From an optimization exercise on the open Yosys and OpenROAD flow, aimed at small area; shortcuts taken in it are not production practice.
At most, simulation tests tie the RTL to the original design; equivalence was not proved.

==> sierra <==
==> flow/design.v (excerpt) <==
module Cordic(input clk, input signed [15:0] Xin, input signed [15:0] Yin, input [15:0] angle,
              output reg signed [15:0] Xout, output reg signed [15:0] Yout);
==> module cordic_rca, before the edit <==
module cordic_rca #(parameter N = 16) (input [N-1:0] a, input [N-1:0] b, input ci, output [N-1:0] s);
   wire [N:0] c;
   assign c[0] = ci;
   genvar k;
   generate for (k = 0; k < N; k = k + 1) begin : gb
      cordic_fa u (.a(a[k]), .b(b[k]), .c(c[k]), .s(s[k]), .co(c[k+1]));
   end endgenerate
endmodule
==> flow/config.mk <==
export PLATFORM = sky130hd
export DESIGN_NAME = Cordic
export DESIGN_NICKNAME = Cordic
export VERILOG_FILES = /design/flow/design.v
export SDC_FILE = /design/flow/constraint.sdc
export NUM_CORES = 4
export LEC_CHECK = 0
export CAP_MARGIN = 5
export CORE_MARGIN = 2
export CORE_UTILIZATION = 70
export PLACE_DENSITY = 0.75
export SLEW_MARGIN = 5
export SYNTH_HIERARCHICAL = 1
==> flow/constraint.sdc <==
create_clock -name core_clock -period 7.0 [get_ports {clk}]
set_input_delay 1.4000 -clock core_clock [delete_from_list [all_inputs] [get_ports {clk}]]
set_output_delay 1.4000 -clock core_clock [all_outputs]
set_load 0.01 [all_outputs]
standard.sh (not shown) runs the stock make flow with config.mk's settings and CLKGATE_MAP_FILE= SYNTH_SCRIPT=/design/flow/synth_recipe.tcl, a recipe that flattens the netlist after the stock synthesis.
==> flow/flow/run.sh <==
#!/bin/bash
# The standard layout (standard synthesis included), except that the port
# buffers use the smallest buffer cell and clock tree synthesis adds no dummy
# loads. ORFS keeps each step's log under orfs/logs/; the make output goes to
# standard.log.
set -euo pipefail
export BUFFER_PORTS_ARGS="-buffer_cell sky130_fd_sc_hd__buf_1"
export CTS_ARGS="-sink_clustering_enable -repair_clock_nets -dont_use_dummy_load -buf_list sky130_fd_sc_hd__clkbuf_8 -sink_clustering_size 18 -sink_clustering_max_diameter 80"
bash standard.sh > standard.log 2>&1
==> maple: changes against sierra <==
--- a/flow/design.v
+++ b/flow/design.v
@@ -4,17 +4,23 @@
 endmodule
 module cordic_ha(input a, input b, output s, output co);
    assign s = a ^ b;
    assign co = a & b;
 endmodule
+module cordic_xor(input a, input b, output y);
+   assign y = a ^ b;
+endmodule
 module cordic_rca #(parameter N = 16) (input [N-1:0] a, input [N-1:0] b, input ci, output [N-1:0] s);
    wire [N:0] c;
+   wire t;
    assign c[0] = ci;
    genvar k;
-   generate for (k = 0; k < N; k = k + 1) begin : gb
+   generate for (k = 0; k < N - 1; k = k + 1) begin : gb
       cordic_fa u (.a(a[k]), .b(b[k]), .c(c[k]), .s(s[k]), .co(c[k+1]));
    end endgenerate
+   cordic_xor xt (.a(a[N-1]), .b(b[N-1]), .y(t));
+   cordic_xor xs (.a(t), .b(c[N-1]), .y(s[N-1]));
 endmodule
 module cordic_zstep #(parameter N = 14, parameter [15:0] A = 16'h0, parameter L = 0)
                      (input [N-1:0] z, input neg, output [N-1:0] zn);
    localparam [15:0] NA = ~A + 16'd1;
    wire [N:0] c;
==> flow/config.mk (replaced) <==
export PLATFORM = sky130hd
export DESIGN_NAME = Cordic
export DESIGN_NICKNAME = Cordic
export VERILOG_FILES = /design/flow/design.v
export SDC_FILE = /design/flow/constraint.sdc
export NUM_CORES = 4
export LEC_CHECK = 0
export CAP_MARGIN = 0
export CORE_MARGIN = 2
export CORE_UTILIZATION = 70
export GPL_TIMING_DRIVEN = 0
export PLACE_DENSITY = 0.75
export SLEW_MARGIN = 0
export SYNTH_HIERARCHICAL = 1
==> harbor: changes against sierra <==
--- a/flow/design.v
+++ b/flow/design.v
@@ -4,17 +4,23 @@
 endmodule
 module cordic_ha(input a, input b, output s, output co);
    assign s = a ^ b;
    assign co = a & b;
 endmodule
+module cordic_xor(input a, input b, output y);
+   assign y = a ^ b;
+endmodule
 module cordic_rca #(parameter N = 16) (input [N-1:0] a, input [N-1:0] b, input ci, output [N-1:0] s);
    wire [N:0] c;
+   wire t;
    assign c[0] = ci;
    genvar k;
-   generate for (k = 0; k < N; k = k + 1) begin : gb
+   generate for (k = 0; k < N - 1; k = k + 1) begin : gb
       cordic_fa u (.a(a[k]), .b(b[k]), .c(c[k]), .s(s[k]), .co(c[k+1]));
    end endgenerate
+   cordic_xor xt (.a(a[N-1]), .b(b[N-1]), .y(t));
+   cordic_xor xs (.a(t), .b(c[N-1]), .y(s[N-1]));
 endmodule
 module cordic_zstep #(parameter N = 14, parameter [15:0] A = 16'h0, parameter L = 0)
                      (input [N-1:0] z, input neg, output [N-1:0] zn);
    localparam [15:0] NA = ~A + 16'd1;
    wire [N:0] c;
==> flow/config.mk (replaced) <==
export PLATFORM = sky130hd
export DESIGN_NAME = Cordic
export DESIGN_NICKNAME = Cordic
export VERILOG_FILES = /design/flow/design.v
export SDC_FILE = /design/flow/constraint.sdc
export NUM_CORES = 4
export LEC_CHECK = 0
export CAP_MARGIN = 0
export CORE_MARGIN = 2
export CORE_UTILIZATION = 70
export PLACE_DENSITY = 0.75
export SLEW_MARGIN = 0
export SYNTH_HIERARCHICAL = 1
==> juniper: changes against sierra <==
--- a/flow/design.v
+++ b/flow/design.v
@@ -4,17 +4,29 @@
 endmodule
 module cordic_ha(input a, input b, output s, output co);
    assign s = a ^ b;
    assign co = a & b;
 endmodule
+module cordic_xor(input a, input b, output y);
+   assign y = a ^ b;
+endmodule
+module cordic_xnor(input a, input b, output y);
+   assign y = ~(a ^ b);
+endmodule
+module cordic_or(input a, input b, output y);
+   assign y = a | b;
+endmodule
 module cordic_rca #(parameter N = 16) (input [N-1:0] a, input [N-1:0] b, input ci, output [N-1:0] s);
    wire [N:0] c;
+   wire t;
    assign c[0] = ci;
    genvar k;
-   generate for (k = 0; k < N; k = k + 1) begin : gb
+   generate for (k = 0; k < N - 1; k = k + 1) begin : gb
       cordic_fa u (.a(a[k]), .b(b[k]), .c(c[k]), .s(s[k]), .co(c[k+1]));
    end endgenerate
+   cordic_xor xt (.a(a[N-1]), .b(b[N-1]), .y(t));
+   cordic_xor xs (.a(t), .b(c[N-1]), .y(s[N-1]));
 endmodule
 module cordic_zstep #(parameter N = 14, parameter [15:0] A = 16'h0, parameter L = 0)
                      (input [N-1:0] z, input neg, output [N-1:0] zn);
    localparam [15:0] NA = ~A + 16'd1;
    wire [N:0] c;
@@ -24,11 +36,15 @@
          assign zn[L-1:0] = z[L-1:0];
       end
       assign zn[L] = ~z[L];
       assign c[L+1] = z[L];
       for (k = L + 1; k < N; k = k + 1) begin : gb
-         if (A[k] == 1'b0 && NA[k] == 1'b0) begin : h0
+         if (k == N - 1) begin : top
+            wire t;
+            cordic_xor xt (.a(z[k]), .b(A[k] ? neg : ~neg), .y(t));
+            cordic_xor xs (.a(t), .b(c[k]), .y(zn[k]));
+         end else if (A[k] == 1'b0 && NA[k] == 1'b0) begin : h0
             cordic_ha u (.a(z[k]), .b(c[k]), .s(zn[k]), .co(c[k+1]));
          end else if (A[k] == 1'b1 && NA[k] == 1'b1) begin : h1
             cordic_fa u (.a(z[k]), .b(1'b1), .c(c[k]), .s(zn[k]), .co(c[k+1]));
          end else if (A[k] == 1'b1) begin : fp
             cordic_fa u (.a(z[k]), .b(neg), .c(c[k]), .s(zn[k]), .co(c[k+1]));
@@ -74,16 +90,16 @@
    wire s21, c22; cordic_fa f22 (.a(u[0]), .b(w[3]), .c(u[6]), .s(s21), .co(c22));
    wire s23, c24; cordic_ha h24 (.a(u[8]), .b(u[9]), .s(s23), .co(c24));
    wire s25, c26; cordic_fa f26 (.a(u[1]), .b(w[4]), .c(u[7]), .s(s25), .co(c26));
    wire s27, c28; cordic_fa f28 (.a(u[9]), .b(u[10]), .c(w[12]), .s(s27), .co(c28));
    wire s29, c30; cordic_fa f30 (.a(u[8]), .b(u[10]), .c(u[11]), .s(s29), .co(c30));
-   wire s31, c32; cordic_fa f32 (.a(w[13]), .b(s1), .c(1'b1), .s(s31), .co(c32));
+   wire s31, c32; cordic_xnor f32 (.a(w[13]), .b(s1), .y(s31)); cordic_or o32 (.a(w[13]), .b(s1), .y(c32));
    wire s33, c34; cordic_fa f34 (.a(u[9]), .b(u[11]), .c(u[12]), .s(s33), .co(c34));
    wire s35, c36; cordic_fa f36 (.a(w[14]), .b(s3), .c(c2), .s(s35), .co(c36));
-   wire s37, c38; cordic_fa f38 (.a(u[13]), .b(w[15]), .c(1'b1), .s(s37), .co(c38));
+   wire s37, c38; cordic_xnor f38 (.a(u[13]), .b(w[15]), .y(s37)); cordic_or o38 (.a(u[13]), .b(w[15]), .y(c38));
    wire s39, c40; cordic_fa f40 (.a(s5), .b(s7), .c(c4), .s(s39), .co(c40));
-   wire s41, c42; cordic_fa f42 (.a(u[14]), .b(s9), .c(1'b1), .s(s41), .co(c42));
+   wire s41, c42; cordic_xnor f42 (.a(u[14]), .b(s9), .y(s41)); cordic_or o42 (.a(u[14]), .b(s9), .y(c42));
    wire s43, c44; cordic_fa f44 (.a(s11), .b(c6), .c(c8), .s(s43), .co(c44));
    wire s45, c46; cordic_fa f46 (.a(u[12]), .b(u[14]), .c(u[15]), .s(s45), .co(c46));
    wire s47, c48; cordic_fa f48 (.a(s13), .b(c10), .c(c12), .s(s47), .co(c48));
    wire s49, c50; cordic_fa f50 (.a(u[5]), .b(u[7]), .c(w[10]), .s(s49), .co(c50));
    wire s51, c52; cordic_fa f52 (.a(u[13]), .b(u[15]), .c(c14), .s(s51), .co(c52));
@@ -93,11 +109,11 @@
    wire s59, c60; cordic_ha h60 (.a(u[8]), .b(u[10]), .s(s59), .co(c60));
    wire s61, c62; cordic_ha h62 (.a(u[9]), .b(u[11]), .s(s61), .co(c62));
    wire s63, c64; cordic_ha h64 (.a(u[0]), .b(u[2]), .s(s63), .co(c64));
    wire s65, c66; cordic_fa f66 (.a(u[1]), .b(u[3]), .c(u[4]), .s(s65), .co(c66));
    wire s67, c68; cordic_fa f68 (.a(u[2]), .b(u[4]), .c(u[5]), .s(s67), .co(c68));
-   wire s69, c70; cordic_fa f70 (.a(u[6]), .b(w[8]), .c(1'b1), .s(s69), .co(c70));
+   wire s69, c70; cordic_xnor f70 (.a(u[6]), .b(w[8]), .y(s69)); cordic_or o70 (.a(u[6]), .b(w[8]), .y(c70));
    wire s71, c72; cordic_fa f72 (.a(u[7]), .b(w[9]), .c(s17), .s(s71), .co(c72));
    wire s73, c74; cordic_fa f74 (.a(u[8]), .b(w[10]), .c(s19), .s(s73), .co(c74));
    wire s75, c76; cordic_fa f76 (.a(w[11]), .b(s21), .c(s23), .s(s75), .co(c76));
    wire s77, c78; cordic_fa f78 (.a(s25), .b(s27), .c(c22), .s(s77), .co(c78));
    wire s79, c80; cordic_fa f80 (.a(s29), .b(s31), .c(c26), .s(s79), .co(c80));
@@ -106,12 +122,12 @@
    wire s85, c86; cordic_fa f86 (.a(s41), .b(s43), .c(c38), .s(s85), .co(c86));
    wire s87, c88; cordic_fa f88 (.a(s45), .b(s47), .c(c42), .s(s87), .co(c88));
    wire s89, c90; cordic_fa f90 (.a(s49), .b(s51), .c(c46), .s(s89), .co(c90));
    wire s91, c92; cordic_fa f92 (.a(s53), .b(s55), .c(c50), .s(s91), .co(c92));
    wire s93, c94; cordic_fa f94 (.a(u[15]), .b(s57), .c(c54), .s(s93), .co(c94));
-   wire s95, c96; cordic_fa f96 (.a(w[13]), .b(s59), .c(1'b1), .s(s95), .co(c96));
-   wire s97, c98; cordic_fa f98 (.a(w[14]), .b(s61), .c(1'b1), .s(s97), .co(c98));
+   wire s95, c96; cordic_xnor f96 (.a(w[13]), .b(s59), .y(s95)); cordic_or o96 (.a(w[13]), .b(s59), .y(c96));
+   wire s97, c98; cordic_xnor f98 (.a(w[14]), .b(s61), .y(s97)); cordic_or o98 (.a(w[14]), .b(s61), .y(c98));
    wire s99, c100; cordic_fa f100 (.a(u[10]), .b(u[12]), .c(w[15]), .s(s99), .co(c100));
    wire s101, c102; cordic_ha h102 (.a(u[11]), .b(u[13]), .s(s101), .co(c102));
    wire s103, c104; cordic_ha h104 (.a(u[12]), .b(u[14]), .s(s103), .co(c104));
    wire s105, c106; cordic_ha h106 (.a(u[0]), .b(u[1]), .s(s105), .co(c106));
    wire s107, c108; cordic_fa f108 (.a(u[1]), .b(u[2]), .c(w[4]), .s(s107), .co(c108));
@@ -132,12 +148,12 @@
    wire s137, c138; cordic_fa f138 (.a(c52), .b(s91), .c(c90), .s(s137), .co(c138));
    wire s139, c140; cordic_fa f140 (.a(u[14]), .b(s93), .c(c92), .s(s139), .co(c140));
    wire s141, c142; cordic_fa f142 (.a(c58), .b(s95), .c(c94), .s(s141), .co(c142));
    wire s143, c144; cordic_fa f144 (.a(c60), .b(s97), .c(c96), .s(s143), .co(c144));
    wire s145, c146; cordic_fa f146 (.a(c62), .b(s99), .c(c98), .s(s145), .co(c146));
-   wire s147, c148; cordic_fa f148 (.a(s101), .b(c100), .c(1'b1), .s(s147), .co(c148));
-   wire s149, c150; cordic_fa f150 (.a(s103), .b(c102), .c(1'b1), .s(s149), .co(c150));
+   wire s147, c148; cordic_xnor f148 (.a(s101), .b(c100), .y(s147)); cordic_or o148 (.a(s101), .b(c100), .y(c148));
+   wire s149, c150; cordic_xnor f150 (.a(s103), .b(c102), .y(s149)); cordic_or o150 (.a(s103), .b(c102), .y(c150));
    wire s151, c152; cordic_fa f152 (.a(u[13]), .b(u[15]), .c(c104), .s(s151), .co(c152));
    wire s153; assign s153 = ~u[14];
    wire g168 = u[0] & w[2];
    wire p169 = u[0] | w[2];
    wire g170 = w[3] & s105;
@@ -210,11 +226,11 @@
    wire t255, r256; cordic_fa g256 (.a(s149), .b(c148), .c(r254), .s(t255), .co(r256));
    wire t257, r258; cordic_fa g258 (.a(s151), .b(c150), .c(r256), .s(t257), .co(r258));
    wire t259, r260; cordic_fa g260 (.a(s153), .b(c152), .c(r258), .s(t259), .co(r260));
    wire t261, r262; cordic_fa g262 (.a(u[15]), .b(u[14]), .c(r260), .s(t261), .co(r262));
    wire t263 = ~r262;
-   wire t264, r265; cordic_fa g265 (.a(s143), .b(c142), .c(1'b1), .s(t264), .co(r265));
+   wire t264, r265; cordic_xnor g265 (.a(s143), .b(c142), .y(t264)); cordic_or o265 (.a(s143), .b(c142), .y(r265));
    wire t266, r267; cordic_fa g267 (.a(s145), .b(c144), .c(r265), .s(t266), .co(r267));
    wire t268, r269; cordic_fa g269 (.a(s147), .b(c146), .c(r267), .s(t268), .co(r269));
    wire t270, r271; cordic_fa g271 (.a(s149), .b(c148), .c(r269), .s(t270), .co(r271));
    wire t272, r273; cordic_fa g273 (.a(s151), .b(c150), .c(r271), .s(t272), .co(r273));
    wire t274, r275; cordic_fa g275 (.a(s153), .b(c152), .c(r273), .s(t274), .co(r275));
==> results.txt <==
- Of juniper and maple, juniper has the higher register-to-register slack (gap 0.12 ns).
- Of sierra and harbor, sierra has the higher utilization (gap 0.20 points).
- Synthesized area is about the same in harbor and sierra.
- Critical path depth: juniper is lower than sierra (2).
==> figures <==
	juniper	sierra	harbor	maple
Met2 Routed Length	17400 µm	17600 µm	17500 µm	19000 µm
Final hold slack	0.334 ns	0.326 ns	0.330 ns	0.329 ns
Min-delay src	d3r[4]	d4r[5]	d5r[7]	d1
Endpoint of the worst-slack reg-to-reg timing path	y5[15]	y1[15]	y6[15]	x5[15]
Number of filler instances in the final layout	1898	1935	1919	1915
CP endpoint	y5[15]	y1[15]	y6[15]	x5[15]
Dpl cell area	21400 µm²	21600 µm²	21600 µm²	21600 µm²
Result of the run	complete, no violations	complete, no violations	complete, no violations	complete, no violations
Worst endpoint required time	7.47 ns	7.46 ns	7.46 ns	7.46 ns
Launching instance or port of the critical path	x4[4]	q0[1]	x5[5]	d4r[4]
Flip-flop and latch share of the layout cell area	35.8%	35.3%	35.4%	35.3%
XOR/XNOR Fraction of Synth Area	12.4%	9.85%	11.2%	11.2%
Function not checked in sierra: the RTL went through the layout flow alone.

[static timing again, ports no longer ideal]
Ports are ideal in the flow. The routed layouts listed here were re-timed in OpenROAD. Step 1 assumes that a clkbuf_16 drives the clock port and a buf_2 every other input. Step 2 also shifts input and output timing later by t, the mid clock arrival at the registers, as if the neighbouring blocks saw the same clock. Three values: ideal, step 1, step 2; two values: the first two.
run	t, ns	slack for setup (ns)	worst setup path after step 2	slew at the worst register clock pin (ns)
sierra	0.603	0.176 / 0.176 / 0.176	register to register	0.11 / 0.11
maple	0.627	0.201 / 0.201 / 0.201	register to register	0.11 / 0.11
harbor	0.607	0.243 / 0.243 / 0.243	register to register	0.11 / 0.11
juniper	0.609	0.322 / 0.322 / 0.322	register to register	0.11 / 0.11
After both steps every run listed still meets setup and hold.
